This design comes from an exercise in tuning for small area and a short achievable clock period on the open sky130 flow, not from production work. In this exercise RTL edits were held to simulation tests only and were not proved equivalent to the original. The clock port is modelled as an ideal driver; clocking choices that lean on that would not hold on a real chip. Power figures rest on the tool's default switching activity, not on a simulated workload.

`flow/flow/run.sh`:
```
#!/bin/bash
# The standard layout (standard.sh, unchanged synthesis) with two changes:
# - the port buffers use sky130_fd_sc_hd__buf_1 (every port still gets one);
# - after clock tree synthesis, flow/skew.tcl delays the clock of the output
#   registers m and ov whose data paths are long, by a short chain of clock
#   delay cells (useful skew for the register-to-register path through the
#   multiplier); flow/skew_cells.txt sets the chains.
export BUFFER_PORTS_ARGS="-buffer_cell sky130_fd_sc_hd__buf_1"
export POST_CTS_TCL="$PWD/flow/skew.tcl"
export SKEW_FILE="$PWD/flow/skew_cells.txt"
bash standard.sh > standard.log 2>&1
```
`flow/flow/skew.tcl`:
```
set f [open $::env(SKEW_FILE)]
set lines [split [string trim [read $f]] "\n"]
close $f
set max_slack [lindex $lines 0]
set tiers [lrange $lines 1 end]
set_propagated_clock [all_clocks]
estimate_parasitics -placement
set groups [dict create]
foreach c [all_registers -cells] {
  set name [get_full_name $c]
  if {![regexp {^(m\[[0-9]+\]|ov)\$} $name]} { continue }
  set d [get_pins $name/D]
  set smax [get_property $d slack_max]
  set smin [get_property $d slack_min]
  set tier -1
  if {$smax < $max_slack} {
    for {set t 0} {$t < [llength $tiers]} {incr t} {
      if {$smin > [lindex [lindex $tiers $t] 0]} { set tier $t; break }
    }
  }
  puts "skew: $name setup slack $smax hold slack $smin tier $tier"
  if {$tier < 0} { continue }
  set net [get_full_name [get_nets -of_objects [get_pins $name/CLK]]]
  dict lappend groups "$net $tier" "$name/CLK"
}
set k 0
dict for {key pins} $groups {
  lassign $key netname tier
  puts "skew: net $netname tier $tier drives [llength $pins] output registers"
  set cur $netname
  foreach cell [split [lindex [lindex $tiers $tier] 1] ","] {
    insert_buffer -buffer_cell $cell -net [get_nets $cur] -load_pins [get_pins $pins] -buffer_name "skew_buf_$k"
    incr k
    set cur [get_full_name [get_nets -of_objects [get_pins [lindex $pins 0]]]]
  }
}
detailed_placement
check_placement -verbose
estimate_parasitics -placement
report_clock_skew
report_checks -path_delay max -digits 3
report_checks -path_delay min -digits 3
```
`flow/flow/skew_cells.txt`:
```
8.3
0.9 sky130_fd_sc_hd__clkdlybuf4s50_1,sky130_fd_sc_hd__clkdlybuf4s25_1,sky130_fd_sc_hd__clkbuf_4
```
`flow/standard.sh`:
```
#!/bin/bash
# synth_recipe.tcl (not shown) runs the flow's synth.tcl, then flattens the netlist and writes it again
# the make line also repeats each setting of config.mk as NAME=value (left out here)
make -C /OpenROAD-flow-scripts/flow DESIGN_CONFIG=/design/flow/config.mk WORK_HOME=/design/flow/orfs CLKGATE_MAP_FILE= SYNTH_SCRIPT=/design/flow/synth_recipe.tcl "${@:-finish}"
```
`flow/config.mk`:
```
export PLATFORM = sky130hd
export DESIGN_NAME = booth_mul_top
export DESIGN_NICKNAME = booth_mul_top
export VERILOG_FILES = /design/flow/design.v
export SDC_FILE = /design/flow/constraint.sdc
export NUM_CORES = 4
export LEC_CHECK = 0
export ABC_AREA = 1
export CAP_MARGIN = 20
export CORE_MARGIN = 2
export CORE_UTILIZATION = 50
export CTS_BUF_LIST = sky130_fd_sc_hd__clkbuf_8
export HOLD_SLACK_MARGIN = 0.05
export SLEW_MARGIN = 80
export SYNTH_HIERARCHICAL = 1
export SYNTH_MINIMUM_KEEP_SIZE = 0
```
`flow/constraint.sdc`:
```
create_clock -name core_clock -period 12.2 [get_ports {clk}]
set_input_delay 2.4400 -clock core_clock [delete_from_list [all_inputs] [get_ports {clk}]]
set_output_delay 2.4400 -clock core_clock [all_outputs]
set_load 0.01 [all_outputs]
```
`flow/design.v`:
```
module booth_mul_top(clk, A, B, m, ov);
	input clk;
	input [15:0] A, B;
	output reg [30:0] m;
	output reg ov;
	reg [15:0] a_q, b_q;
	wire [30:0] m_w;
	wire ov_w;
	BoothMUL mul(.A(a_q), .B(b_q), .m(m_w), .ov(ov_w));
	always @(posedge clk) begin
		a_q <= A;
		b_q <= B;
		m <= m_w;
		ov <= ov_w;
	end
endmodule

module FA(a, b, c, cout, sum);
	input a, b, c;
	output cout, sum;
	assign {cout, sum} = a + b + c;
endmodule
module HA(a, b, cout, sum);
	input a, b;
	output cout, sum;
	assign {cout, sum} = a + b;
endmodule
module BoothMUL(A, B, m, ov);
	input [15:0] A, B;
	output [30:0] m;
	output ov;
	wire s1;
	wire c2;
	wire s3;
	wire c4;
	wire s5;
	wire c6;
	wire s7;
	wire c8;
	wire s9;
	wire c10;
	wire s11;
	wire c12;
	wire s13;
	wire c14;
	wire s15;
	wire c16;
	wire s17;
	wire c18;
	wire s19;
	wire c20;
	wire s21;
	wire c22;
	wire s23;
	wire c24;
	wire s25;
	wire c26;
	wire s27;
	wire c28;
	wire s29;
	wire c30;
	wire s31;
	wire c32;
	wire s33;
	wire c34;
	wire s35;
	wire c36;
	wire s37;
	wire c38;
	wire s39;
	wire c40;
	wire s41;
	wire c42;
	wire s43;
	wire c44;
	wire s45;
	wire c46;
	wire s47;
	wire c48;
	wire s49;
	wire c50;
	wire s51;
	wire c52;
	wire s53;
	wire c54;
	wire s55;
	wire c56;
	wire s57;
	wire c58;
	wire s59;
	wire c60;
	wire s61;
	wire c62;
	wire s63;
	wire c64;
	wire s65;
	wire c66;
	wire s67;
	wire c68;
	wire s69;
	wire c70;
	wire s71;
	wire c72;
	wire s73;
	wire c74;
	wire s75;
	wire c76;
	wire s77;
	wire c78;
	wire s79;
	wire c80;
	wire s81;
	wire c82;
	wire s83;
	wire c84;
	wire s85;
	wire c86;
	wire s87;
	wire c88;
	wire s89;
	wire c90;
	wire s91;
	wire c92;
	wire s93;
	wire c94;
	wire s95;
	wire c96;
	wire s97;
	wire c98;
	wire s99;
	wire c100;
	wire s101;
	wire c102;
	wire s103;
	wire c104;
	wire s105;
	wire c106;
	wire s107;
	wire c108;
	wire s109;
	wire c110;
	wire s111;
	wire c112;
	wire s113;
	wire c114;
	wire s115;
	wire c116;
	wire s117;
	wire c118;
	wire s119;
	wire c120;
	wire s121;
	wire c122;
	wire s123;
	wire c124;
	wire s125;
	wire c126;
	wire s127;
	wire c128;
	wire s129;
	wire c130;
	wire s131;
	wire c132;
	wire s133;
	wire c134;
	wire s135;
	wire c136;
	wire s137;
	wire c138;
	wire s139;
	wire c140;
	wire s141;
	wire c142;
	wire s143;
	wire c144;
	wire s145;
	wire c146;
	wire s147;
	wire c148;
	wire s149;
	wire c150;
	wire s151;
	wire c152;
	wire s153;
	wire c154;
	wire s155;
	wire c156;
	wire s157;
	wire c158;
	wire s159;
	wire c160;
	wire s161;
	wire c162;
	wire s163;
	wire c164;
	wire s165;
	wire c166;
	wire s167;
	wire c168;
	wire s169;
	wire c170;
	wire s171;
	wire c172;
	wire s173;
	wire c174;
	wire s175;
	wire c176;
	wire s177;
	wire c178;
	wire s179;
	wire c180;
	wire s181;
	wire c182;
	wire s183;
	wire c184;
	wire s185;
	wire c186;
	wire s187;
	wire c188;
	wire s189;
	wire c190;
	wire s191;
	wire c192;
	wire s193;
	wire c194;
	wire s195;
	wire c196;
	wire s197;
	wire c198;
	wire s199;
	wire c200;
	wire s201;
	wire c202;
	wire s203;
	wire c204;
	wire s205;
	wire c206;
	wire s207;
	wire c208;
	wire s209;
	wire c210;
	wire s211;
	wire c212;
	wire s213;
	wire c214;
	wire s215;
	wire c216;
	wire s217;
	wire c218;
	wire s219;
	wire c220;
	wire s221;
	wire c222;
	wire s223;
	wire c224;
	wire neg0 = B[1];
	wire one0 = B[0] ^ 1'b0;
	wire two0 = (B[1] & ~B[0] & ~1'b0) | (~B[1] & B[0] & 1'b0);
	wire negz0 = B[1] & ~(B[0] & 1'b0);
	wire [15:0] x0 = A ^ {16{negz0}};
	wire pp0_0 = (one0 & x0[0]) | (two0 & negz0);
	wire pp0_1 = (one0 & x0[1]) | (two0 & x0[0]);
	wire pp0_2 = (one0 & x0[2]) | (two0 & x0[1]);
	wire pp0_3 = (one0 & x0[3]) | (two0 & x0[2]);
	wire pp0_4 = (one0 & x0[4]) | (two0 & x0[3]);
	wire pp0_5 = (one0 & x0[5]) | (two0 & x0[4]);
	wire pp0_6 = (one0 & x0[6]) | (two0 & x0[5]);
	wire pp0_7 = (one0 & x0[7]) | (two0 & x0[6]);
	wire pp0_8 = (one0 & x0[8]) | (two0 & x0[7]);
	wire pp0_9 = (one0 & x0[9]) | (two0 & x0[8]);
	wire pp0_10 = (one0 & x0[10]) | (two0 & x0[9]);
	wire pp0_11 = (one0 & x0[11]) | (two0 & x0[10]);
	wire pp0_12 = (one0 & x0[12]) | (two0 & x0[11]);
	wire pp0_13 = (one0 & x0[13]) | (two0 & x0[12]);
	wire pp0_14 = (one0 & x0[14]) | (two0 & x0[13]);
	wire pp0_15 = (one0 & x0[15]) | (two0 & x0[14]);
	wire pp0_16 = ~((one0 | two0) & x0[15]);
	wire neg1 = B[3];
	wire one1 = B[2] ^ B[1];
	wire two1 = (B[3] & ~B[2] & ~B[1]) | (~B[3] & B[2] & B[1]);
	wire negz1 = B[3] & ~(B[2] & B[1]);
	wire [15:0] x1 = A ^ {16{negz1}};
	wire pp1_0 = (one1 & x1[0]) | (two1 & negz1);
	wire pp1_1 = (one1 & x1[1]) | (two1 & x1[0]);
	wire pp1_2 = (one1 & x1[2]) | (two1 & x1[1]);
	wire pp1_3 = (one1 & x1[3]) | (two1 & x1[2]);
	wire pp1_4 = (one1 & x1[4]) | (two1 & x1[3]);
	wire pp1_5 = (one1 & x1[5]) | (two1 & x1[4]);
	wire pp1_6 = (one1 & x1[6]) | (two1 & x1[5]);
	wire pp1_7 = (one1 & x1[7]) | (two1 & x1[6]);
	wire pp1_8 = (one1 & x1[8]) | (two1 & x1[7]);
	wire pp1_9 = (one1 & x1[9]) | (two1 & x1[8]);
	wire pp1_10 = (one1 & x1[10]) | (two1 & x1[9]);
	wire pp1_11 = (one1 & x1[11]) | (two1 & x1[10]);
	wire pp1_12 = (one1 & x1[12]) | (two1 & x1[11]);
	wire pp1_13 = (one1 & x1[13]) | (two1 & x1[12]);
	wire pp1_14 = (one1 & x1[14]) | (two1 & x1[13]);
	wire pp1_15 = (one1 & x1[15]) | (two1 & x1[14]);
	wire pp1_16 = ~((one1 | two1) & x1[15]);
	wire neg2 = B[5];
	wire one2 = B[4] ^ B[3];
	wire two2 = (B[5] & ~B[4] & ~B[3]) | (~B[5] & B[4] & B[3]);
	wire negz2 = B[5] & ~(B[4] & B[3]);
	wire [15:0] x2 = A ^ {16{negz2}};
	wire pp2_0 = (one2 & x2[0]) | (two2 & negz2);
	wire pp2_1 = (one2 & x2[1]) | (two2 & x2[0]);
	wire pp2_2 = (one2 & x2[2]) | (two2 & x2[1]);
	wire pp2_3 = (one2 & x2[3]) | (two2 & x2[2]);
	wire pp2_4 = (one2 & x2[4]) | (two2 & x2[3]);
	wire pp2_5 = (one2 & x2[5]) | (two2 & x2[4]);
	wire pp2_6 = (one2 & x2[6]) | (two2 & x2[5]);
	wire pp2_7 = (one2 & x2[7]) | (two2 & x2[6]);
	wire pp2_8 = (one2 & x2[8]) | (two2 & x2[7]);
	wire pp2_9 = (one2 & x2[9]) | (two2 & x2[8]);
	wire pp2_10 = (one2 & x2[10]) | (two2 & x2[9]);
	wire pp2_11 = (one2 & x2[11]) | (two2 & x2[10]);
	wire pp2_12 = (one2 & x2[12]) | (two2 & x2[11]);
	wire pp2_13 = (one2 & x2[13]) | (two2 & x2[12]);
	wire pp2_14 = (one2 & x2[14]) | (two2 & x2[13]);
	wire pp2_15 = (one2 & x2[15]) | (two2 & x2[14]);
	wire pp2_16 = ~((one2 | two2) & x2[15]);
	wire neg3 = B[7];
	wire one3 = B[6] ^ B[5];
	wire two3 = (B[7] & ~B[6] & ~B[5]) | (~B[7] & B[6] & B[5]);
	wire negz3 = B[7] & ~(B[6] & B[5]);
	wire [15:0] x3 = A ^ {16{negz3}};
	wire pp3_0 = (one3 & x3[0]) | (two3 & negz3);
	wire pp3_1 = (one3 & x3[1]) | (two3 & x3[0]);
	wire pp3_2 = (one3 & x3[2]) | (two3 & x3[1]);
	wire pp3_3 = (one3 & x3[3]) | (two3 & x3[2]);
	wire pp3_4 = (one3 & x3[4]) | (two3 & x3[3]);
	wire pp3_5 = (one3 & x3[5]) | (two3 & x3[4]);
	wire pp3_6 = (one3 & x3[6]) | (two3 & x3[5]);
	wire pp3_7 = (one3 & x3[7]) | (two3 & x3[6]);
	wire pp3_8 = (one3 & x3[8]) | (two3 & x3[7]);
	wire pp3_9 = (one3 & x3[9]) | (two3 & x3[8]);
	wire pp3_10 = (one3 & x3[10]) | (two3 & x3[9]);
	wire pp3_11 = (one3 & x3[11]) | (two3 & x3[10]);
	wire pp3_12 = (one3 & x3[12]) | (two3 & x3[11]);
	wire pp3_13 = (one3 & x3[13]) | (two3 & x3[12]);
	wire pp3_14 = (one3 & x3[14]) | (two3 & x3[13]);
	wire pp3_15 = (one3 & x3[15]) | (two3 & x3[14]);
	wire pp3_16 = ~((one3 | two3) & x3[15]);
	wire neg4 = B[9];
	wire one4 = B[8] ^ B[7];
	wire two4 = (B[9] & ~B[8] & ~B[7]) | (~B[9] & B[8] & B[7]);
	wire negz4 = B[9] & ~(B[8] & B[7]);
	wire [15:0] x4 = A ^ {16{negz4}};
	wire pp4_0 = (one4 & x4[0]) | (two4 & negz4);
	wire pp4_1 = (one4 & x4[1]) | (two4 & x4[0]);
	wire pp4_2 = (one4 & x4[2]) | (two4 & x4[1]);
	wire pp4_3 = (one4 & x4[3]) | (two4 & x4[2]);
	wire pp4_4 = (one4 & x4[4]) | (two4 & x4[3]);
	wire pp4_5 = (one4 & x4[5]) | (two4 & x4[4]);
	wire pp4_6 = (one4 & x4[6]) | (two4 & x4[5]);
	wire pp4_7 = (one4 & x4[7]) | (two4 & x4[6]);
	wire pp4_8 = (one4 & x4[8]) | (two4 & x4[7]);
	wire pp4_9 = (one4 & x4[9]) | (two4 & x4[8]);
	wire pp4_10 = (one4 & x4[10]) | (two4 & x4[9]);
	wire pp4_11 = (one4 & x4[11]) | (two4 & x4[10]);
	wire pp4_12 = (one4 & x4[12]) | (two4 & x4[11]);
	wire pp4_13 = (one4 & x4[13]) | (two4 & x4[12]);
	wire pp4_14 = (one4 & x4[14]) | (two4 & x4[13]);
	wire pp4_15 = (one4 & x4[15]) | (two4 & x4[14]);
	wire pp4_16 = ~((one4 | two4) & x4[15]);
	wire neg5 = B[11];
	wire one5 = B[10] ^ B[9];
	wire two5 = (B[11] & ~B[10] & ~B[9]) | (~B[11] & B[10] & B[9]);
	wire negz5 = B[11] & ~(B[10] & B[9]);
	wire [15:0] x5 = A ^ {16{negz5}};
	wire pp5_0 = (one5 & x5[0]) | (two5 & negz5);
	wire pp5_1 = (one5 & x5[1]) | (two5 & x5[0]);
	wire pp5_2 = (one5 & x5[2]) | (two5 & x5[1]);
	wire pp5_3 = (one5 & x5[3]) | (two5 & x5[2]);
	wire pp5_4 = (one5 & x5[4]) | (two5 & x5[3]);
	wire pp5_5 = (one5 & x5[5]) | (two5 & x5[4]);
	wire pp5_6 = (one5 & x5[6]) | (two5 & x5[5]);
	wire pp5_7 = (one5 & x5[7]) | (two5 & x5[6]);
	wire pp5_8 = (one5 & x5[8]) | (two5 & x5[7]);
	wire pp5_9 = (one5 & x5[9]) | (two5 & x5[8]);
	wire pp5_10 = (one5 & x5[10]) | (two5 & x5[9]);
	wire pp5_11 = (one5 & x5[11]) | (two5 & x5[10]);
	wire pp5_12 = (one5 & x5[12]) | (two5 & x5[11]);
	wire pp5_13 = (one5 & x5[13]) | (two5 & x5[12]);
	wire pp5_14 = (one5 & x5[14]) | (two5 & x5[13]);
	wire pp5_15 = (one5 & x5[15]) | (two5 & x5[14]);
	wire pp5_16 = ~((one5 | two5) & x5[15]);
	wire neg6 = B[13];
	wire one6 = B[12] ^ B[11];
	wire two6 = (B[13] & ~B[12] & ~B[11]) | (~B[13] & B[12] & B[11]);
	wire negz6 = B[13] & ~(B[12] & B[11]);
	wire [15:0] x6 = A ^ {16{negz6}};
	wire pp6_0 = (one6 & x6[0]) | (two6 & negz6);
	wire pp6_1 = (one6 & x6[1]) | (two6 & x6[0]);
	wire pp6_2 = (one6 & x6[2]) | (two6 & x6[1]);
	wire pp6_3 = (one6 & x6[3]) | (two6 & x6[2]);
	wire pp6_4 = (one6 & x6[4]) | (two6 & x6[3]);
	wire pp6_5 = (one6 & x6[5]) | (two6 & x6[4]);
	wire pp6_6 = (one6 & x6[6]) | (two6 & x6[5]);
	wire pp6_7 = (one6 & x6[7]) | (two6 & x6[6]);
	wire pp6_8 = (one6 & x6[8]) | (two6 & x6[7]);
	wire pp6_9 = (one6 & x6[9]) | (two6 & x6[8]);
	wire pp6_10 = (one6 & x6[10]) | (two6 & x6[9]);
	wire pp6_11 = (one6 & x6[11]) | (two6 & x6[10]);
	wire pp6_12 = (one6 & x6[12]) | (two6 & x6[11]);
	wire pp6_13 = (one6 & x6[13]) | (two6 & x6[12]);
	wire pp6_14 = (one6 & x6[14]) | (two6 & x6[13]);
	wire pp6_15 = (one6 & x6[15]) | (two6 & x6[14]);
	wire pp6_16 = ~((one6 | two6) & x6[15]);
	wire neg7 = B[15];
	wire one7 = B[14] ^ B[13];
	wire two7 = (B[15] & ~B[14] & ~B[13]) | (~B[15] & B[14] & B[13]);
	wire negz7 = B[15] & ~(B[14] & B[13]);
	wire [15:0] x7 = A ^ {16{negz7}};
	wire pp7_0 = (one7 & x7[0]) | (two7 & negz7);
	wire pp7_1 = (one7 & x7[1]) | (two7 & x7[0]);
	wire pp7_2 = (one7 & x7[2]) | (two7 & x7[1]);
	wire pp7_3 = (one7 & x7[3]) | (two7 & x7[2]);
	wire pp7_4 = (one7 & x7[4]) | (two7 & x7[3]);
	wire pp7_5 = (one7 & x7[5]) | (two7 & x7[4]);
	wire pp7_6 = (one7 & x7[6]) | (two7 & x7[5]);
	wire pp7_7 = (one7 & x7[7]) | (two7 & x7[6]);
	wire pp7_8 = (one7 & x7[8]) | (two7 & x7[7]);
	wire pp7_9 = (one7 & x7[9]) | (two7 & x7[8]);
	wire pp7_10 = (one7 & x7[10]) | (two7 & x7[9]);
	wire pp7_11 = (one7 & x7[11]) | (two7 & x7[10]);
	wire pp7_12 = (one7 & x7[12]) | (two7 & x7[11]);
	wire pp7_13 = (one7 & x7[13]) | (two7 & x7[12]);
	wire pp7_14 = (one7 & x7[14]) | (two7 & x7[13]);
	wire pp7_15 = (one7 & x7[15]) | (two7 & x7[14]);
	wire pp7_16 = ~((one7 | two7) & x7[15]);
	HA ha2(.a(negz5), .b(pp0_10), .cout(c2), .sum(s1));
	HA ha4(.a(pp0_11), .b(pp1_9), .cout(c4), .sum(s3));
	FA fa6(.a(negz6), .b(pp0_12), .c(pp1_10), .cout(c6), .sum(s5));
	HA ha8(.a(pp2_8), .b(pp3_6), .cout(c8), .sum(s7));
	FA fa10(.a(pp0_13), .b(pp1_11), .c(pp2_9), .cout(c10), .sum(s9));
	HA ha12(.a(pp3_7), .b(pp4_5), .cout(c12), .sum(s11));
	FA fa14(.a(negz7), .b(pp0_14), .c(pp1_12), .cout(c14), .sum(s13));
	FA fa16(.a(pp2_10), .b(pp3_8), .c(pp4_6), .cout(c16), .sum(s15));
	HA ha18(.a(pp5_4), .b(pp6_2), .cout(c18), .sum(s17));
	FA fa20(.a(pp0_15), .b(pp1_13), .c(pp2_11), .cout(c20), .sum(s19));
	FA fa22(.a(pp3_9), .b(pp4_7), .c(pp5_5), .cout(c22), .sum(s21));
	HA ha24(.a(pp6_3), .b(pp7_1), .cout(c24), .sum(s23));
	assign s25 = ~(pp0_16 ^ pp1_14);
	assign c26 = pp0_16 | pp1_14;
	FA fa28(.a(pp2_12), .b(pp3_10), .c(pp4_8), .cout(c28), .sum(s27));
	FA fa30(.a(pp5_6), .b(pp6_4), .c(pp7_2), .cout(c30), .sum(s29));
	assign s31 = ~(pp1_15 ^ pp2_13);
	assign c32 = pp1_15 | pp2_13;
	FA fa34(.a(pp3_11), .b(pp4_9), .c(pp5_7), .cout(c34), .sum(s33));
	HA ha36(.a(pp6_5), .b(pp7_3), .cout(c36), .sum(s35));
	FA fa38(.a(pp1_16), .b(pp2_14), .c(pp3_12), .cout(c38), .sum(s37));
	FA fa40(.a(pp4_10), .b(pp5_8), .c(pp6_6), .cout(c40), .sum(s39));
	assign s41 = ~(pp2_15 ^ pp3_13);
	assign c42 = pp2_15 | pp3_13;
	HA ha44(.a(pp4_11), .b(pp5_9), .cout(c44), .sum(s43));
	FA fa46(.a(pp2_16), .b(pp3_14), .c(pp4_12), .cout(c46), .sum(s45));
	assign s47 = ~pp3_15;
	assign c48 = pp3_15;
	HA ha50(.a(negz3), .b(pp0_6), .cout(c50), .sum(s49));
	HA ha52(.a(pp0_7), .b(pp1_5), .cout(c52), .sum(s51));
	FA fa54(.a(negz4), .b(pp0_8), .c(pp1_6), .cout(c54), .sum(s53));
	HA ha56(.a(pp2_4), .b(pp3_2), .cout(c56), .sum(s55));
	FA fa58(.a(pp0_9), .b(pp1_7), .c(pp2_5), .cout(c58), .sum(s57));
	HA ha60(.a(pp3_3), .b(pp4_1), .cout(c60), .sum(s59));
	FA fa62(.a(pp1_8), .b(pp2_6), .c(pp3_4), .cout(c62), .sum(s61));
	FA fa64(.a(pp4_2), .b(pp5_0), .c(s1), .cout(c64), .sum(s63));
	FA fa66(.a(pp2_7), .b(pp3_5), .c(pp4_3), .cout(c66), .sum(s65));
	FA fa68(.a(pp5_1), .b(c2), .c(s3), .cout(c68), .sum(s67));
	FA fa70(.a(pp4_4), .b(pp5_2), .c(pp6_0), .cout(c70), .sum(s69));
	FA fa72(.a(c4), .b(s7), .c(s5), .cout(c72), .sum(s71));
	FA fa74(.a(pp5_3), .b(pp6_1), .c(c8), .cout(c74), .sum(s73));
	FA fa76(.a(s11), .b(c6), .c(s9), .cout(c76), .sum(s75));
	FA fa78(.a(pp7_0), .b(c12), .c(s17), .cout(c78), .sum(s77));
	FA fa80(.a(c10), .b(s13), .c(s15), .cout(c80), .sum(s79));
	FA fa82(.a(c18), .b(s23), .c(c14), .cout(c82), .sum(s81));
	FA fa84(.a(c16), .b(s19), .c(s21), .cout(c84), .sum(s83));
	FA fa86(.a(c24), .b(c20), .c(c22), .cout(c86), .sum(s85));
	FA fa88(.a(s25), .b(s27), .c(s29), .cout(c88), .sum(s87));
	FA fa90(.a(s35), .b(c26), .c(c28), .cout(c90), .sum(s89));
	FA fa92(.a(c30), .b(s31), .c(s33), .cout(c92), .sum(s91));
	FA fa94(.a(pp7_4), .b(c36), .c(c32), .cout(c94), .sum(s93));
	FA fa96(.a(c34), .b(s37), .c(s39), .cout(c96), .sum(s95));
	FA fa98(.a(pp6_7), .b(pp7_5), .c(s43), .cout(c98), .sum(s97));
	FA fa100(.a(c38), .b(c40), .c(s41), .cout(c100), .sum(s99));
	FA fa102(.a(pp5_10), .b(pp6_8), .c(pp7_6), .cout(c102), .sum(s101));
	FA fa104(.a(c44), .b(c42), .c(s45), .cout(c104), .sum(s103));
	FA fa106(.a(pp4_13), .b(pp5_11), .c(pp6_9), .cout(c106), .sum(s105));
	FA fa108(.a(pp7_7), .b(s47), .c(c46), .cout(c108), .sum(s107));
	FA fa110(.a(pp3_16), .b(pp4_14), .c(pp5_12), .cout(c110), .sum(s109));
	FA fa112(.a(pp6_10), .b(pp7_8), .c(c48), .cout(c112), .sum(s111));
	assign s113 = ~(pp4_15 ^ pp5_13);
	assign c114 = pp4_15 | pp5_13;
	HA ha116(.a(pp6_11), .b(pp7_9), .cout(c116), .sum(s115));
	FA fa118(.a(pp4_16), .b(pp5_14), .c(pp6_12), .cout(c118), .sum(s117));
	assign s119 = ~pp5_15;
	assign c120 = pp5_15;
	HA ha122(.a(negz2), .b(pp0_4), .cout(c122), .sum(s121));
	HA ha124(.a(pp0_5), .b(pp1_3), .cout(c124), .sum(s123));
	FA fa126(.a(pp1_4), .b(pp2_2), .c(pp3_0), .cout(c126), .sum(s125));
	FA fa128(.a(pp2_3), .b(pp3_1), .c(c50), .cout(c128), .sum(s127));
	FA fa130(.a(pp4_0), .b(c52), .c(s55), .cout(c130), .sum(s129));
	FA fa132(.a(c56), .b(s59), .c(c54), .cout(c132), .sum(s131));
	FA fa134(.a(c60), .b(c58), .c(s61), .cout(c134), .sum(s133));
	FA fa136(.a(c62), .b(s65), .c(c64), .cout(c136), .sum(s135));
	FA fa138(.a(c66), .b(s69), .c(c68), .cout(c138), .sum(s137));
	FA fa140(.a(c70), .b(s73), .c(c72), .cout(c140), .sum(s139));
	FA fa142(.a(c74), .b(s77), .c(c76), .cout(c142), .sum(s141));
	FA fa144(.a(c78), .b(c80), .c(s81), .cout(c144), .sum(s143));
	FA fa146(.a(c82), .b(c84), .c(s85), .cout(c146), .sum(s145));
	FA fa148(.a(c86), .b(c88), .c(s89), .cout(c148), .sum(s147));
	FA fa150(.a(c90), .b(c92), .c(s93), .cout(c150), .sum(s149));
	FA fa152(.a(s97), .b(c94), .c(c96), .cout(c152), .sum(s151));
	FA fa154(.a(s101), .b(c98), .c(c100), .cout(c154), .sum(s153));
	FA fa156(.a(c102), .b(s105), .c(c104), .cout(c156), .sum(s155));
	FA fa158(.a(c106), .b(s109), .c(s111), .cout(c158), .sum(s157));
	FA fa160(.a(s115), .b(c110), .c(s113), .cout(c160), .sum(s159));
	FA fa162(.a(pp7_10), .b(c116), .c(c114), .cout(c162), .sum(s161));
	FA fa164(.a(pp6_13), .b(pp7_11), .c(s119), .cout(c164), .sum(s163));
	FA fa166(.a(pp5_16), .b(pp6_14), .c(pp7_12), .cout(c166), .sum(s165));
	assign s167 = ~pp6_15;
	assign c168 = pp6_15;
	HA ha170(.a(negz1), .b(pp0_2), .cout(c170), .sum(s169));
	HA ha172(.a(pp0_3), .b(pp1_1), .cout(c172), .sum(s171));
	FA fa174(.a(pp1_2), .b(pp2_0), .c(s121), .cout(c174), .sum(s173));
	FA fa176(.a(pp2_1), .b(c122), .c(s123), .cout(c176), .sum(s175));
	FA fa178(.a(c124), .b(s49), .c(s125), .cout(c178), .sum(s177));
	FA fa180(.a(s51), .b(c126), .c(s127), .cout(c180), .sum(s179));
	FA fa182(.a(s53), .b(c128), .c(s129), .cout(c182), .sum(s181));
	FA fa184(.a(s57), .b(c130), .c(s131), .cout(c184), .sum(s183));
	FA fa186(.a(s63), .b(c132), .c(s133), .cout(c186), .sum(s185));
	FA fa188(.a(s67), .b(c134), .c(s135), .cout(c188), .sum(s187));
	FA fa190(.a(s71), .b(c136), .c(s137), .cout(c190), .sum(s189));
	FA fa192(.a(s75), .b(c138), .c(s139), .cout(c192), .sum(s191));
	FA fa194(.a(s79), .b(c140), .c(s141), .cout(c194), .sum(s193));
	FA fa196(.a(s83), .b(c142), .c(s143), .cout(c196), .sum(s195));
	FA fa198(.a(s87), .b(c144), .c(s145), .cout(c198), .sum(s197));
	FA fa200(.a(s91), .b(c146), .c(s147), .cout(c200), .sum(s199));
	FA fa202(.a(s95), .b(c148), .c(s149), .cout(c202), .sum(s201));
	FA fa204(.a(s99), .b(c150), .c(s151), .cout(c204), .sum(s203));
	FA fa206(.a(s103), .b(c152), .c(s153), .cout(c206), .sum(s205));
	FA fa208(.a(s107), .b(c154), .c(s155), .cout(c208), .sum(s207));
	FA fa210(.a(c108), .b(s157), .c(c156), .cout(c210), .sum(s209));
	FA fa212(.a(c112), .b(s159), .c(c158), .cout(c212), .sum(s211));
	FA fa214(.a(s117), .b(c160), .c(s161), .cout(c214), .sum(s213));
	FA fa216(.a(c118), .b(s163), .c(c162), .cout(c216), .sum(s215));
	FA fa218(.a(c120), .b(s165), .c(c164), .cout(c218), .sum(s217));
	FA fa220(.a(pp7_13), .b(s167), .c(c166), .cout(c220), .sum(s219));
	FA fa222(.a(pp6_16), .b(pp7_14), .c(c168), .cout(c222), .sum(s221));
	assign s223 = ~pp7_15;
	assign c224 = pp7_15;
	wire [31:0] X = {1'b1, pp7_16, s223, s221, s219, s217, c214, s213, s211, s209, c206, c204, c202, c200, c198, c196, c194, c192, c190, c188, c186, c184, c182, c180, c178, c176, c174, c172, c170, pp1_0, pp0_1, negz0};
	wire [31:0] Y = {1'b0, c224, c222, c220, c218, c216, s215, c212, c210, c208, s207, s205, s203, s201, s199, s197, s195, s193, s191, s189, s187, s185, s183, s181, s179, s177, s175, s173, s171, s169, 1'b0, pp0_0};
	wire [31:0] P;
	wire [31:0] g, p;
	HA pg0(.a(X[0]), .b(Y[0]), .cout(g[0]), .sum(p[0]));
	assign g[1] = 1'b0;
	assign p[1] = pp0_1;
	HA pg2(.a(X[2]), .b(Y[2]), .cout(g[2]), .sum(p[2]));
	HA pg3(.a(X[3]), .b(Y[3]), .cout(g[3]), .sum(p[3]));
	HA pg4(.a(X[4]), .b(Y[4]), .cout(g[4]), .sum(p[4]));
	HA pg5(.a(X[5]), .b(Y[5]), .cout(g[5]), .sum(p[5]));
	HA pg6(.a(X[6]), .b(Y[6]), .cout(g[6]), .sum(p[6]));
	HA pg7(.a(X[7]), .b(Y[7]), .cout(g[7]), .sum(p[7]));
	HA pg8(.a(X[8]), .b(Y[8]), .cout(g[8]), .sum(p[8]));
	HA pg9(.a(X[9]), .b(Y[9]), .cout(g[9]), .sum(p[9]));
	HA pg10(.a(X[10]), .b(Y[10]), .cout(g[10]), .sum(p[10]));
	HA pg11(.a(X[11]), .b(Y[11]), .cout(g[11]), .sum(p[11]));
	HA pg12(.a(X[12]), .b(Y[12]), .cout(g[12]), .sum(p[12]));
	HA pg13(.a(X[13]), .b(Y[13]), .cout(g[13]), .sum(p[13]));
	HA pg14(.a(X[14]), .b(Y[14]), .cout(g[14]), .sum(p[14]));
	HA pg15(.a(X[15]), .b(Y[15]), .cout(g[15]), .sum(p[15]));
	HA pg16(.a(X[16]), .b(Y[16]), .cout(g[16]), .sum(p[16]));
	HA pg17(.a(X[17]), .b(Y[17]), .cout(g[17]), .sum(p[17]));
	HA pg18(.a(X[18]), .b(Y[18]), .cout(g[18]), .sum(p[18]));
	HA pg19(.a(X[19]), .b(Y[19]), .cout(g[19]), .sum(p[19]));
	HA pg20(.a(X[20]), .b(Y[20]), .cout(g[20]), .sum(p[20]));
	HA pg21(.a(X[21]), .b(Y[21]), .cout(g[21]), .sum(p[21]));
	HA pg22(.a(X[22]), .b(Y[22]), .cout(g[22]), .sum(p[22]));
	HA pg23(.a(X[23]), .b(Y[23]), .cout(g[23]), .sum(p[23]));
	HA pg24(.a(X[24]), .b(Y[24]), .cout(g[24]), .sum(p[24]));
	HA pg25(.a(X[25]), .b(Y[25]), .cout(g[25]), .sum(p[25]));
	HA pg26(.a(X[26]), .b(Y[26]), .cout(g[26]), .sum(p[26]));
	HA pg27(.a(X[27]), .b(Y[27]), .cout(g[27]), .sum(p[27]));
	HA pg28(.a(X[28]), .b(Y[28]), .cout(g[28]), .sum(p[28]));
	HA pg29(.a(X[29]), .b(Y[29]), .cout(g[29]), .sum(p[29]));
	HA pg30(.a(X[30]), .b(Y[30]), .cout(g[30]), .sum(p[30]));
	assign g[31] = 1'b0;
	assign p[31] = ~1'b0;
	assign G225 = g[1] | (p[1] & g[0]);
	assign Pq226 = p[1] & p[0];
	assign G227 = g[3] | (p[3] & g[2]);
	assign Pq228 = p[3] & p[2];
	assign G229 = g[5] | (p[5] & g[4]);
	assign Pq230 = p[5] & p[4];
	assign G231 = g[7] | (p[7] & g[6]);
	assign Pq232 = p[7] & p[6];
	assign G233 = g[9] | (p[9] & g[8]);
	assign Pq234 = p[9] & p[8];
	assign G235 = g[11] | (p[11] & g[10]);
	assign Pq236 = p[11] & p[10];
	assign G237 = g[13] | (p[13] & g[12]);
	assign Pq238 = p[13] & p[12];
	assign G239 = g[15] | (p[15] & g[14]);
	assign Pq240 = p[15] & p[14];
	assign G241 = g[17] | (p[17] & g[16]);
	assign Pq242 = p[17] & p[16];
	assign G243 = g[19] | (p[19] & g[18]);
	assign Pq244 = p[19] & p[18];
	assign G245 = g[21] | (p[21] & g[20]);
	assign Pq246 = p[21] & p[20];
	assign G247 = g[23] | (p[23] & g[22]);
	assign Pq248 = p[23] & p[22];
	assign G249 = g[25] | (p[25] & g[24]);
	assign Pq250 = p[25] & p[24];
	assign G251 = g[27] | (p[27] & g[26]);
	assign Pq252 = p[27] & p[26];
	assign G253 = g[29] | (p[29] & g[28]);
	assign Pq254 = p[29] & p[28];
	assign G255 = g[31] | (p[31] & g[30]);
	assign Pq256 = p[31] & p[30];
	assign G257 = g[2] | (p[2] & G225);
	assign Pq258 = p[2] & Pq226;
	assign G259 = G227 | (Pq228 & G225);
	assign Pq260 = Pq228 & Pq226;
	assign G261 = g[6] | (p[6] & G229);
	assign Pq262 = p[6] & Pq230;
	assign G263 = G231 | (Pq232 & G229);
	assign Pq264 = Pq232 & Pq230;
	assign G265 = g[10] | (p[10] & G233);
	assign Pq266 = p[10] & Pq234;
	assign G267 = G235 | (Pq236 & G233);
	assign Pq268 = Pq236 & Pq234;
	assign G269 = g[14] | (p[14] & G237);
	assign Pq270 = p[14] & Pq238;
	assign G271 = G239 | (Pq240 & G237);
	assign Pq272 = Pq240 & Pq238;
	assign G273 = g[18] | (p[18] & G241);
	assign Pq274 = p[18] & Pq242;
	assign G275 = G243 | (Pq244 & G241);
	assign Pq276 = Pq244 & Pq242;
	assign G277 = g[22] | (p[22] & G245);
	assign Pq278 = p[22] & Pq246;
	assign G279 = G247 | (Pq248 & G245);
	assign Pq280 = Pq248 & Pq246;
	assign G281 = g[26] | (p[26] & G249);
	assign Pq282 = p[26] & Pq250;
	assign G283 = G251 | (Pq252 & G249);
	assign Pq284 = Pq252 & Pq250;
	assign G285 = g[30] | (p[30] & G253);
	assign Pq286 = p[30] & Pq254;
	assign G287 = G255 | (Pq256 & G253);
	assign Pq288 = Pq256 & Pq254;
	assign G289 = g[4] | (p[4] & G259);
	assign Pq290 = p[4] & Pq260;
	assign G291 = G229 | (Pq230 & G259);
	assign Pq292 = Pq230 & Pq260;
	assign G293 = G261 | (Pq262 & G259);
	assign Pq294 = Pq262 & Pq260;
	assign G295 = G263 | (Pq264 & G259);
	assign Pq296 = Pq264 & Pq260;
	assign G297 = g[12] | (p[12] & G267);
	assign Pq298 = p[12] & Pq268;
	assign G299 = G237 | (Pq238 & G267);
	assign Pq300 = Pq238 & Pq268;
	assign G301 = G269 | (Pq270 & G267);
	assign Pq302 = Pq270 & Pq268;
	assign G303 = G271 | (Pq272 & G267);
	assign Pq304 = Pq272 & Pq268;
	assign G305 = g[20] | (p[20] & G275);
	assign Pq306 = p[20] & Pq276;
	assign G307 = G245 | (Pq246 & G275);
	assign Pq308 = Pq246 & Pq276;
	assign G309 = G277 | (Pq278 & G275);
	assign Pq310 = Pq278 & Pq276;
	assign G311 = G279 | (Pq280 & G275);
	assign Pq312 = Pq280 & Pq276;
	assign G313 = g[28] | (p[28] & G283);
	assign Pq314 = p[28] & Pq284;
	assign G315 = G253 | (Pq254 & G283);
	assign Pq316 = Pq254 & Pq284;
	assign G317 = G285 | (Pq286 & G283);
	assign Pq318 = Pq286 & Pq284;
	assign G319 = G287 | (Pq288 & G283);
	assign Pq320 = Pq288 & Pq284;
	assign G321 = g[8] | (p[8] & G295);
	assign Pq322 = p[8] & Pq296;
	assign G323 = G233 | (Pq234 & G295);
	assign Pq324 = Pq234 & Pq296;
	assign G325 = G265 | (Pq266 & G295);
	assign Pq326 = Pq266 & Pq296;
	assign G327 = G267 | (Pq268 & G295);
	assign Pq328 = Pq268 & Pq296;
	assign G329 = G297 | (Pq298 & G295);
	assign Pq330 = Pq298 & Pq296;
	assign G331 = G299 | (Pq300 & G295);
	assign Pq332 = Pq300 & Pq296;
	assign G333 = G301 | (Pq302 & G295);
	assign Pq334 = Pq302 & Pq296;
	assign G335 = G303 | (Pq304 & G295);
	assign Pq336 = Pq304 & Pq296;
	assign G337 = g[24] | (p[24] & G311);
	assign Pq338 = p[24] & Pq312;
	assign G339 = G249 | (Pq250 & G311);
	assign Pq340 = Pq250 & Pq312;
	assign G341 = G281 | (Pq282 & G311);
	assign Pq342 = Pq282 & Pq312;
	assign G343 = G283 | (Pq284 & G311);
	assign Pq344 = Pq284 & Pq312;
	assign G345 = G313 | (Pq314 & G311);
	assign Pq346 = Pq314 & Pq312;
	assign G347 = G315 | (Pq316 & G311);
	assign Pq348 = Pq316 & Pq312;
	assign G349 = G317 | (Pq318 & G311);
	assign Pq350 = Pq318 & Pq312;
	assign G351 = G319 | (Pq320 & G311);
	assign Pq352 = Pq320 & Pq312;
	assign G353 = g[16] | (p[16] & G335);
	assign Pq354 = p[16] & Pq336;
	assign G355 = G241 | (Pq242 & G335);
	assign Pq356 = Pq242 & Pq336;
	assign G357 = G273 | (Pq274 & G335);
	assign Pq358 = Pq274 & Pq336;
	assign G359 = G275 | (Pq276 & G335);
	assign Pq360 = Pq276 & Pq336;
	assign G361 = G305 | (Pq306 & G335);
	assign Pq362 = Pq306 & Pq336;
	assign G363 = G307 | (Pq308 & G335);
	assign Pq364 = Pq308 & Pq336;
	assign G365 = G309 | (Pq310 & G335);
	assign Pq366 = Pq310 & Pq336;
	assign G367 = G311 | (Pq312 & G335);
	assign Pq368 = Pq312 & Pq336;
	assign G369 = G337 | (Pq338 & G335);
	assign Pq370 = Pq338 & Pq336;
	assign G371 = G339 | (Pq340 & G335);
	assign Pq372 = Pq340 & Pq336;
	assign G373 = G341 | (Pq342 & G335);
	assign Pq374 = Pq342 & Pq336;
	assign G375 = G343 | (Pq344 & G335);
	assign Pq376 = Pq344 & Pq336;
	assign G377 = G345 | (Pq346 & G335);
	assign Pq378 = Pq346 & Pq336;
	assign G379 = G347 | (Pq348 & G335);
	assign Pq380 = Pq348 & Pq336;
	assign G381 = G349 | (Pq350 & G335);
	assign Pq382 = Pq350 & Pq336;
	assign G383 = G351 | (Pq352 & G335);
	assign Pq384 = Pq352 & Pq336;
	assign P[0] = p[0];
	assign P[1] = p[1] ^ g[0];
	assign P[2] = p[2] ^ G225;
	assign P[3] = p[3] ^ G257;
	assign P[4] = p[4] ^ G259;
	assign P[5] = p[5] ^ G289;
	assign P[6] = p[6] ^ G291;
	assign P[7] = p[7] ^ G293;
	assign P[8] = p[8] ^ G295;
	assign P[9] = p[9] ^ G321;
	assign P[10] = p[10] ^ G323;
	assign P[11] = p[11] ^ G325;
	assign P[12] = p[12] ^ G327;
	assign P[13] = p[13] ^ G329;
	assign P[14] = p[14] ^ G331;
	assign P[15] = p[15] ^ G333;
	assign P[16] = p[16] ^ G335;
	assign P[17] = p[17] ^ G353;
	assign P[18] = p[18] ^ G355;
	assign P[19] = p[19] ^ G357;
	assign P[20] = p[20] ^ G359;
	assign P[21] = p[21] ^ G361;
	assign P[22] = p[22] ^ G363;
	assign P[23] = p[23] ^ G365;
	assign P[24] = p[24] ^ G367;
	assign P[25] = p[25] ^ G369;
	assign P[26] = p[26] ^ G371;
	assign P[27] = p[27] ^ G373;
	assign P[28] = p[28] ^ G375;
	assign P[29] = p[29] ^ G377;
	assign P[30] = p[30] ^ G379;
	assign P[31] = p[31] ^ G381;
	assign m = P[30:0];
	assign ov = ~P[31];
endmodule
```
==> results of run 1 <==
-- cell families after synthesis --
family	after synthesis	synth area share [%]
xor gates and xnor gates	139	16.1
adders and majority gates	150	33.4
DFF	64	16.9
AOI/OAI and AO/OA	163	13.2
and+or+nand+nor	210	12.7
buffers and inverters	130	7.77
-- state kept, by name (all words and copies together) (netlist names) --
name,flops
a_q,16
b_q,16
ov,1
m,31
-- power by group through the flow --
stage	combinational, mW	clock (mW)	sequential (mW)
floorplan	1.63	0	0.350
global placement	1.97	0	0.334
detailed placement	2.02	0	0.334
global route	2.34	0.290	0.334
finish	2.01	0.268	0.329
-- path summary, 6_finish.rpt --
kind	cells past startpoint	to
worst max-delay path	1	m[24]
worst min-delay path	5	ov$_DFF_P_
worst max register to register	22	m[28]$_DFF_P_
worst min register to register	5	ov$_DFF_P_
-- per-layer routing --
metal / vias up / global-route usage [%] / wire length, um
met2: 181 / 39.5 / 8760
met5: - / 0 / 0
li1: 2989 / - / -
met4: 0 / 13.1 / 752
met3: 44 / 4.61 / 900
met1: 2974 / 30.5 / 8070
-- modules after synthesis (local to each module, per instance) --
module	cells inside	copies in the design	flops+latches
FA	1	87	0
booth_mul_top	64	1	64
BoothMUL	658	1	0
HA	1	47	0
-- layout make-up, without the clock buffers --
type | count | share of cell area (%)
clock inverters | 7 | 0.931
repair buffers | 86 | 4.45
multi-input cells | 662 | 69.2
well taps | 188 | 2.78
inverters | 90 | 4.14
flip-flops and latches | 64 | 15.8
-- per-stage QoR --
stage | worst slack [ps] | instances | power [mW] | hold WS, ps | instance area, um^2
after floorplan | 7770 | 856 | 1.98 | 568 | 7580
after global placement | 7020 | 1068 | 2.30 | 950 | 7810
after detailed placement | 7190 | 1089 | 2.36 | 630 | 8100
after global routing | 7700 | 1118 | 2.97 | 77.4 | 8470
final | 8000 | 1118 | 2.61 | 95.8 | 8470
-- cells in the final DEF, fill, tap and decap left out, drive strengths merged, types with 3 or more instances in the layout --
cell type        n
ha              63
clkbuf          13
o22ai          115
clkdlybuf4s25    4
clkinv           6
nor2            34
nor3             4
xor2            34
xnor2          105
or2              9
dfxtp           64
inv             87
a21oi           26
fa              87
clkdlybuf4s50    5
buf             85
clkinvlp         3
o21ai           15
nand2          137
nand3           26
==> qor.yml, run 1 <==
run_status:
  run_status: "timing/DRC/antenna clean"
setup_path:
  critical_path.cell_chain: "buf_1"
  path_buf_inv: 1
  arrival_ps: 1760
  reg2reg_from: "b_q[11]$_DFF_P_"
  cpPeakStageDelay_ps: 330
  critPathKind: "register to output port"
  crit_family: "flip-flops"
  start_kind: "register"
  endpoint_kind: "output port"
  ff2ff_setup_slack_ps: 8040
  cp-startpoint: "m[24]$_DFF_P_"
  path_max_fanout: 1
  critPathSlowestCell: "dfxtp_1"
  crit_required_ps: 9760
power_and_ir_drop:
  power_per_cell_area_nw_per_um2: 308
  power_frac_clock_pct: 10.3
  pwr-share-seq_pct: 12.6
  sw_frac_of_total_pct: 52.1
  vdd_drop_max_v: 0.000240
  power_switching_mw: 1.36
  internal_power_mw: 1.25
  leakagePower_nw: 3.69
  combPwrFrac_pct: 77.1
final_layout:
  fin_util_pct: 56.3
  num-fill-cells: 1367
  area_growth_pct: 11.6
  nets: 1108
  drive_gt1_share_pct: 13.4
  n_antenna_cell: 0
  seq_area_um2: 1330
  multi_input_area_um2: 5860
synth:
  ys_ff_latch: 64
  synthTopCellsByArea: "fa_1, dfxtp_1, xnor2_1, ha_1, o22ai_1"
  synth-edff-count: 0
  synth_flop_cell: "dfxtp_1"
  yosysTopAreaCell: "fa_1"
  netlist_area_um2: 7580
  syn_inst: 856
  synth_commonest_cells: "nand2_1, o22ai_1, xnor2_1, fa_1, inv_1"
  synth.avg_cell_area_um2: 8.86
  async_reset_ff_share_pct: 0
  post-synth-top-count-cell: "nand2_1"
  synth_nets: 1039
  synth.top_cell.area_share_pct: 23.0
  synth_cell_types: 35
  yosysSeqAreaShare_pct: 16.9
  yosysWarnings: 167
detailed_routing:
  routedWlPerCell_um: 16.5
  antenna_left: 0
  vias: 6188
  dr.first_iter.drc_count: 313
  drt_first_pass_iters: 5
  viasPerCell: 5.53
  routed_wl_um: 18500
  drc: 0
global_route:
  grt_overflow_total: 0
  grt_max_degree: 19
  first_global_vias: 6291
  grt_pass1_wl_um: 30800
  grt_util_all_layers_pct: 24.2
  grt_antenna_before_repair: 0
sta:
  drv_slew: 0
  finalCritPeriodShare_pct: 34.4
  setup_violations: 0
  slew-limit-headroom_pct: 80.6
  max_clock_freq_mhz: 238
  fin_crit_ps: 4200
  finClkSkew_ps: 905
  totalNegativeSetupSlack_ps: 0
  worst_slew_pin_slew_ps: 291
  finalHoldViolations: 0
  rsz0062_at_grt: "false"
placement:
  portBuffers: 64
  dpl.hpwl_um: 14700
  routabilityCongestion: 0.926
floorplan:
  die_area_um2: 16200
  io_pins: 65
  initial_core_util_pct: 50.5
  die_h_um: 127
  die_x_um: 127
  num_rows: 45
  core-area_um2: 15000
flow_run:
  maxCapViolCount: 0
hold_path:
  hp-start: "a_q[15]$_DFF_P_"
  hp-class: "register to register"
clocking:
  clk_pin_slew_worst_paths_ps: 90
  numClockSinks: 64
  cts_tree: "built"
  clk_latency_ps: 1280
==> inputs of run 2 (changes only) <==
--- a/flow/config.mk
+++ b/flow/config.mk
@@ -11,6 +11,8 @@
 export CORE_UTILIZATION = 50
 export CTS_BUF_LIST = sky130_fd_sc_hd__clkbuf_8
+export CTS_CLUSTER_DIAMETER = 200
+export CTS_CLUSTER_SIZE = 32
 export HOLD_SLACK_MARGIN = 0.05
-export SLEW_MARGIN = 80
+export SLEW_MARGIN = 70
 export SYNTH_HIERARCHICAL = 1
 export SYNTH_MINIMUM_KEEP_SIZE = 0
==> run 2 against run 1 <==
Effect of this change: wire length shrank 2.0%; register-to-register slack gained 140 ps; fmax grew 0.49%; combinational power about the same; critical path depth unchanged; via count shrank 0.78%; core utilization decreased by 1.6 points; synthesized cell count unchanged; critical endpoint unchanged; first-iteration DRC count grew 37%.
==> qor.yml, run 2 <==
sta:
  setup_violations: 0  # unchanged
  totalNegativeSetupSlack_ps: 0  # unchanged
  rsz0062_at_grt: "false"  # unchanged
  drv_slew: 0  # unchanged
  worst_slew_pin_slew_ps: 391  # was 291 ps
  fin_crit_ps: 4180  # was 4200 ps
  finClkSkew_ps: 878  # was 905 ps
  slew-limit-headroom_pct: 73.8  # was 80.6%
  finalCritPeriodShare_pct: 34.2  # was 34.4%
  max_clock_freq_mhz: 239  # was 238 MHz
  finalHoldViolations: 0  # unchanged
setup_path:
  endpoint_kind: "output port"  # unchanged
  crit_family: "flip-flops"  # unchanged
  start_kind: "register"  # unchanged
  critPathSlowestCell: "dfxtp_1"  # unchanged
  path_max_fanout: 1  # unchanged
  crit_required_ps: 9760  # about the same
  path_buf_inv: 1  # unchanged
  arrival_ps: 1740  # was 1760 ps
  critPathKind: "register to output port"  # unchanged
  critical_path.cell_chain: "buf_1"  # unchanged
  cpPeakStageDelay_ps: 340  # was 330 ps
synth:
  post-synth-top-count-cell: "nand2_1"  # unchanged
  async_reset_ff_share_pct: 0  # unchanged
  synth.top_cell.area_share_pct: 23.0  # unchanged
  synth_flop_cell: "dfxtp_1"  # unchanged
  syn_inst: 856  # unchanged
  synth.avg_cell_area_um2: 8.86  # unchanged
  netlist_area_um2: 7580  # unchanged
  synth-edff-count: 0  # unchanged
  synth_mux_area_share_pct: 0  # unchanged
  synth-xor-area-share_pct: 16.1  # unchanged
  synthTopCellsByArea: "fa_1, dfxtp_1, xnor2_1, ha_1, o22ai_1"  # unchanged
  synth_compound_area_share_pct: 13.2  # unchanged
  yosysWarnings: 167  # unchanged
  synth-adder-area-share_pct: 33.4  # unchanged
  yosysSeqAreaShare_pct: 16.9  # unchanged
  synth_nets: 1039  # unchanged
  synth_top_family_by_area: "adder cells"  # unchanged
  synth_commonest_cells: "nand2_1, o22ai_1, xnor2_1, fa_1, inv_1"  # unchanged
  yosys.area_share.simple_pct: 12.7  # unchanged
  ys_ff_latch: 64  # unchanged
  yosysTopAreaCell: "fa_1"  # unchanged
  synth_cell_types: 35  # unchanged
detailed_routing:
  drt_first_pass_iters: 5  # unchanged
  dr.first_iter.drc_count: 429  # was 313
  antenna_left: 0  # unchanged
  drc: 0  # unchanged
  routedWlPerCell_um: 16.4  # was 16.5 um
  viasPerCell: 5.56  # was 5.53
  vias: 6140  # was 6,188
  routed_wl_um: 18100  # was 18,500 um
global_route:
  grt_util_all_layers_pct: 23.3  # was 24.2%
  grt_overflow_total: 0  # unchanged
  first_global_vias: 6164  # was 6,291
  grt_max_degree: 22  # was 19
  grt_antenna_before_repair: 0  # unchanged
  grt_pass1_wl_um: 29900  # was 30,800 um
final_layout:
  stdcell_count: 1105  # was 1,118
  largest_register: "m"  # unchanged
  area_growth_pct: 8.41  # was 11.6%
  largestRegisters: "m x31, a_q x16, b_q x16"  # unchanged
  largest_register_ffs: 31  # unchanged
  drive_gt1_share_pct: 10.9  # was 13.4%
  final_cell_mix: "nand2_1, o22ai_1, xnor2_1"  # unchanged
  num-fill-cells: 1393  # was 1,367
  nets: 1095  # was 1,108
  final_common_cell: "nand2_1"  # unchanged
  n_antenna_cell: 0  # unchanged
placement:
  portBuffers: 64  # unchanged
  routabilityCongestion: 0.926  # unchanged
  post-place-cells: 1080  # was 1,089
  dpl.hpwl_um: 14600  # was 14,700 um
clocking:
  clk_pin_slew_worst_paths_ps: 110  # was 90 ps
  numClockSinks: 64  # unchanged
  clk_latency_ps: 1250  # was 1280 ps
  cts_tree: "built"  # unchanged
flow_run:
  maxCapViolCount: 0  # unchanged
power_and_ir_drop:
  combPwrFrac_pct: 77.6  # was 77.1%
  internal_power_mw: 1.23  # was 1.25 mW
  leakagePower_nw: 3.59  # was 3.69 nW
  power_per_cell_area_nw_per_um2: 313  # was 308 nW/um^2
  power_switching_mw: 1.34  # was 1.36 mW
  vdd_drop_max_v: 0.000209  # was 0.000240 V
  finalPower_mw: 2.57  # was 2.61 mW
  sw_frac_of_total_pct: 52.1  # about the same
  power_frac_clock_pct: 9.5  # was 10.3%
  pwr-share-seq_pct: 12.9  # was 12.6%
floorplan:
  die_h_um: 127  # unchanged
  num_rows: 45  # unchanged
  core-area_um2: 15000  # unchanged
  die_area_um2: 16200  # unchanged
  io_pins: 65  # unchanged
  initial_core_util_pct: 50.5  # unchanged
  die_x_um: 127  # unchanged
run_status:
  run_status: "timing/DRC/antenna clean"  # unchanged
hold_path:
  hp-class: "register to register"  # unchanged
[run 2: cell counts after synthesis]
No cell type changed its count.
[run 2: final timing paths]
path                   startpoint             to  slack, ps  cells after the start
hold / removal    b_q[14]$_DFF_P_     ov$_DFF_P_        130                      6
setup / recovery    m[24]$_DFF_P_          m[24]       8020                      1
setup reg to reg   b_q[1]$_DFF_P_  m[17]$_DFF_P_       8180                     19
hold reg to reg   b_q[14]$_DFF_P_     ov$_DFF_P_        130                      6
[run 2: cell type report, without the clock buffers]
cell class / count / area [um^2] / area share, %
clock inverter: 7 / 78.8 / 0.959
inverter: 90 / 339 / 4.12
multi-input combinational: 662 / 5730 / 69.7
sequential: 64 / 1300 / 15.8
tap: 188 / 235 / 2.86
timing repair buffer: 76 / 330 / 4.02
[run 2: logic make-up after synthesis]
| kind of cell | Yosys count |
|---|---|
| AOI/OAI and AO/OA | 163 |
| xor gates and xnor gates | 139 |
| adders and majority gates | 150 |
| buffers and inverters | 130 |
| DFF | 64 |
| and+or+nand+nor | 210 |
[run 2: Yosys stat by module, one instance, submodules excluded]
module	copies in the design	flip-flops and latches	cell area [um^2]	cells
BoothMUL	1	0	3970	658
HA	47	0	12.5	1
booth_mul_top	1	64	1280	64
FA	87	0	20.0	1
[run 2: layer usage]
metal  part of all wire [%]  GRT usage (%)  vias up
met2                     49           40.2      208
met1                     42           28.4     2924
met5                      0              0        -
li1                       -              -     2973
met4                    2.1           8.34        0
met3                    6.6           5.95       35
[run 2: power groups by stage]
stage | clock (mW) | sequential [mW] | combinational (mW)
after floorplan | 0 | 0.350 | 1.63
after global placement | 0 | 0.334 | 1.97
after detailed placement | 0 | 0.336 | 2.01
after global routing | 0.264 | 0.335 | 2.32
final | 0.246 | 0.331 | 2.00
[run 2: through the flow]
step / hold slack, ps / worst slack (ps) / cell area [um^2] / util, %
global route: 127 / 7900 / 8220 / 54.7
detailed placement: 774 / 7350 / 7940 / 52.8
global placement: 950 / 7020 / 7810 / 51.9
finish: 128 / 8020 / 8220 / 54.7
floorplan: 568 / 7770 / 7580 / -
==> inputs of run 3 (changes only) <==
--- a/flow/config.mk
+++ b/flow/config.mk
@@ -11,6 +11,4 @@
 export CORE_UTILIZATION = 50
 export CTS_BUF_LIST = sky130_fd_sc_hd__clkbuf_8
-export CTS_CLUSTER_DIAMETER = 200
-export CTS_CLUSTER_SIZE = 32
 export HOLD_SLACK_MARGIN = 0.05
 export SLEW_MARGIN = 70
==> run 3 against run 2 <==
Effect of this change: clock skew stayed put; fmax stayed put; combinational power hardly changed; first-iteration DRC count stayed put; critical path type unchanged; largest cell class unchanged; largest power group unchanged.
==> qor.yml, run 3 <==
setup_path:
  path_max_fanout: 1  # unchanged
  start_kind: "register"  # unchanged
  crit_family: "flip-flops"  # unchanged
  reg2reg_from: "b_q[1]$_DFF_P_"  # unchanged
  cpPeakStageDelay_ps: 340  # about the same
  arrival_ps: 1740  # about the same
  critical_path.cell_chain: "buf_1"  # unchanged
  critPathKind: "register to output port"  # unchanged
  worstSetupEndpoint: "m[24]"  # unchanged
  cp-startpoint: "m[24]$_DFF_P_"  # unchanged
  critPathSlowestCell: "dfxtp_1"  # unchanged
  rr_endpoint: "m[17]$_DFF_P_"  # unchanged
  path_buf_inv: 1  # unchanged
  ff2ff_setup_slack_ps: 8180  # about the same
  cp_num_cells: 1  # unchanged
  crit_required_ps: 9760  # about the same
  endpoint_kind: "output port"  # unchanged
  ff2ff_path_depth: 19  # unchanged
global_route:
  grt_util_met3_pct: 5.95  # unchanged
  use_met1_pct: 28.4  # unchanged
  use_met2_pct: 40.2  # unchanged
  grt_antenna_before_repair: 0  # unchanged
  first_global_vias: 6164  # unchanged
  grt_util_all_layers_pct: 23.3  # unchanged
  grt_overflow_total: 0  # unchanged
  grt_max_degree: 22  # unchanged
  grt-busiest-layer: "met2"  # unchanged
  grt_pass1_wl_um: 29900  # unchanged
floorplan:
  initial_core_util_pct: 50.5  # unchanged
  die_x_um: 127  # unchanged
  io_pins: 65  # unchanged
  num_rows: 45  # unchanged
  core-area_um2: 15000  # unchanged
  die_area_um2: 16200  # unchanged
  die_h_um: 127  # unchanged
hold_path:
  hp-class: "register to register"  # unchanged
  whs_path_depth: 6  # unchanged
final_layout:
  stdcell_count: 1105  # unchanged
  largest_register_ffs: 31  # unchanged
  seq_area_um2: 1300  # unchanged
  num-fill-cells: 1393  # unchanged
  n_antenna_cell: 0  # unchanged
  final_cell_mix: "nand2_1, o22ai_1, xnor2_1"  # unchanged
  largest_register: "m"  # unchanged
  drive_gt1_share_pct: 10.9  # unchanged
  area_growth_pct: 8.41  # unchanged
  nets: 1095  # unchanged
  multi_input_area_um2: 5730  # unchanged
  final_common_cell: "nand2_1"  # unchanged
  largestRegisters: "m x31, a_q x16, b_q x16"  # unchanged
detailed_routing:
  drt_first_pass_iters: 5  # unchanged
  viasPerCell: 5.56  # unchanged
  dr.first_iter.drc_count: 429  # unchanged
  vias: 6140  # unchanged
  routed_wl_um: 18100  # unchanged
  routedWlPerCell_um: 16.4  # unchanged
  antenna_left: 0  # unchanged
  drc: 0  # unchanged
sta:
  totalNegativeSetupSlack_ps: 0  # unchanged
  max_clock_freq_mhz: 239  # unchanged
  slew-limit-headroom_pct: 73.8  # unchanged
  finClkSkew_ps: 878  # unchanged
  rsz0062_at_grt: "false"  # unchanged
  worst_slew_pin_slew_ps: 391  # unchanged
  finalCritPeriodShare_pct: 34.2  # unchanged
  drv_slew: 0  # unchanged
  fin_ws_ps: 8020  # unchanged
  setup_violations: 0  # unchanged
  fin_crit_ps: 4180  # unchanged
  finalHoldViolations: 0  # unchanged
synth:
  post-synth-top-count-cell: "nand2_1"  # unchanged
  synth.top_cell.area_share_pct: 23.0  # unchanged
  synth.avg_cell_area_um2: 8.86  # unchanged
  synth-edff-count: 0  # unchanged
  syn_inst: 856  # unchanged
  ys_ff_latch: 64  # unchanged
  synthTopCellsByArea: "fa_1, dfxtp_1, xnor2_1, ha_1, o22ai_1"  # unchanged
  netlist_area_um2: 7580  # unchanged
  synth_nets: 1039  # unchanged
  async_reset_ff_share_pct: 0  # unchanged
  yosysTopAreaCell: "fa_1"  # unchanged
  synth_commonest_cells: "nand2_1, o22ai_1, xnor2_1, fa_1, inv_1"  # unchanged
  synth_cell_types: 35  # unchanged
  yosysWarnings: 167  # unchanged
  yosysSeqAreaShare_pct: 16.9  # unchanged
  synth_flop_cell: "dfxtp_1"  # unchanged
clocking:
  cts_tree: "built"  # unchanged
  clk_pin_slew_worst_paths_ps: 110  # about the same
  numClockSinks: 64  # unchanged
  clk_latency_ps: 1250  # about the same
placement:
  dp_slack_ps: 7350  # unchanged
  dpl.hpwl_um: 14600  # unchanged
  post-place-cells: 1080  # unchanged
  portBuffers: 64  # unchanged
  routabilityCongestion: 0.926  # unchanged
power_and_ir_drop:
  power_per_cell_area_nw_per_um2: 313  # unchanged
  leakagePower_nw: 3.59  # unchanged
  power_frac_clock_pct: 9.5  # about the same
  vdd_drop_max_v: 0.000209  # unchanged
  pwr-share-seq_pct: 12.9  # about the same
  internal_power_mw: 1.23  # unchanged
  combPwrFrac_pct: 77.6  # about the same
  sw_frac_of_total_pct: 52.1  # unchanged
  power_switching_mw: 1.34  # unchanged
run_status:
  run_status: "timing/DRC/antenna clean"  # unchanged
flow_run:
  maxCapViolCount: 0  # unchanged
[run 3: cell counts after synthesis]
Identical to the previous run, type by type.
[run 3: cells by family (layout without fill, tap and decap cells)]
family | Yosys count | in the layout | share of synthesized area, %
AOI/OAI and AO/OA | 163 | 163 | 13.2
adders and majority gates | 150 | 150 | 33.4
and+or+nand+nor | 210 | 210 | 12.7
DFF | 64 | 64 | 16.9
xor gates and xnor gates | 139 | 139 | 16.1
buffers and inverters | 130 | 191 | 7.77
[run 3: how the worst min path moves through the flow]
stage	startpoint	end	slack, ps
final	b_q[14]$_DFF_P_	ov$_DFF_P_	130
after global routing	b_q[14]$_DFF_P_	ov$_DFF_P_	130
after detailed placement	b_q[1]$_DFF_P_	m[0]$_DFF_P_	770
after global placement	a_q[0]$_DFF_P_	m[1]$_DFF_P_	950
after floorplan	b_q[1]$_DFF_P_	m[0]$_DFF_P_	570
[run 3: cell type report, without the clock buffers]
| type | count | area share (%) |
|---|---|---|
| clock inverters | 7 | 0.959 |
| inverters | 90 | 4.12 |
| flip-flops and latches | 64 | 15.8 |
| well taps | 188 | 2.86 |
| repair buffers | 76 | 4.02 |
| multi-input cells | 662 | 69.7 |
[run 3: metal layers]
layer / share of wire [%] / up-vias
met4: 2.1 / 0
met2: 49 / 208
met3: 6.6 / 35
met5: 0 / -
met1: 42 / 2924
li1: - / 2973
[run 3: per-module statistics from Yosys, one instance, submodules excluded]
module	flip-flops and latches	times used	cells	area (um^2)
FA	0	87	1	20.0
booth_mul_top	64	1	64	1280
HA	0	47	1	12.5
BoothMUL	0	1	658	3970
[run 3: power groups by stage]
stage	Sequential (mW)	Combinational (mW)	Clock (mW)
finish	0.331	2.00	0.246
global route	0.335	2.32	0.264
detailed placement	0.336	2.01	0
global placement	0.334	1.97	0
floorplan	0.350	1.63	0
[run 3: through the flow]
| stage | utilization (%) | cell area [um^2] | total power [mW] | hold WS, ps |
|---|---|---|---|---|
| global route | 54.7 | 8220 | 2.92 | 127 |
| floorplan | - | 7580 | 1.98 | 568 |
| global placement | 51.9 | 7810 | 2.30 | 950 |
| detailed placement | 52.8 | 7940 | 2.35 | 774 |
| finish | 54.7 | 8220 | 2.57 | 128 |

[re-timing with driven ports]
The flow's constraints put no driver on any port. The routed layouts listed below were extracted and timed again, unchanged, in two steps. Step 1 sets driving cells, clkbuf_16 on the clock port and buf_2 on the other inputs (assumed; they add their load-dependent delay and slew). Step 2, shift: input delay + t, output delay - t, t = (earliest + latest rising clock arrival at the registers) / 2. This alone moves slack from input paths to output paths. a / b / c = ideal ports / drivers / drivers and shift; a / b = the first two.
run | shift t [ns] | slack for setup (ns) | latest minus earliest clock arrival (ns) | cell pins on the clock port's net
run 1 | 0.864 | 8.002 / 7.964 / 8.042 | 0.905 / 0.905 | 1
run 2 | 0.845 | 8.022 / 7.985 / 8.175 | 0.878 / 0.878 | 1
run 3 | 0.845 | 8.022 / 7.985 / 8.175 | 0.878 / 0.878 | 1
In every run listed the clock reaches the registers at very different times; t lies between them, and the last value is a rough guide only.
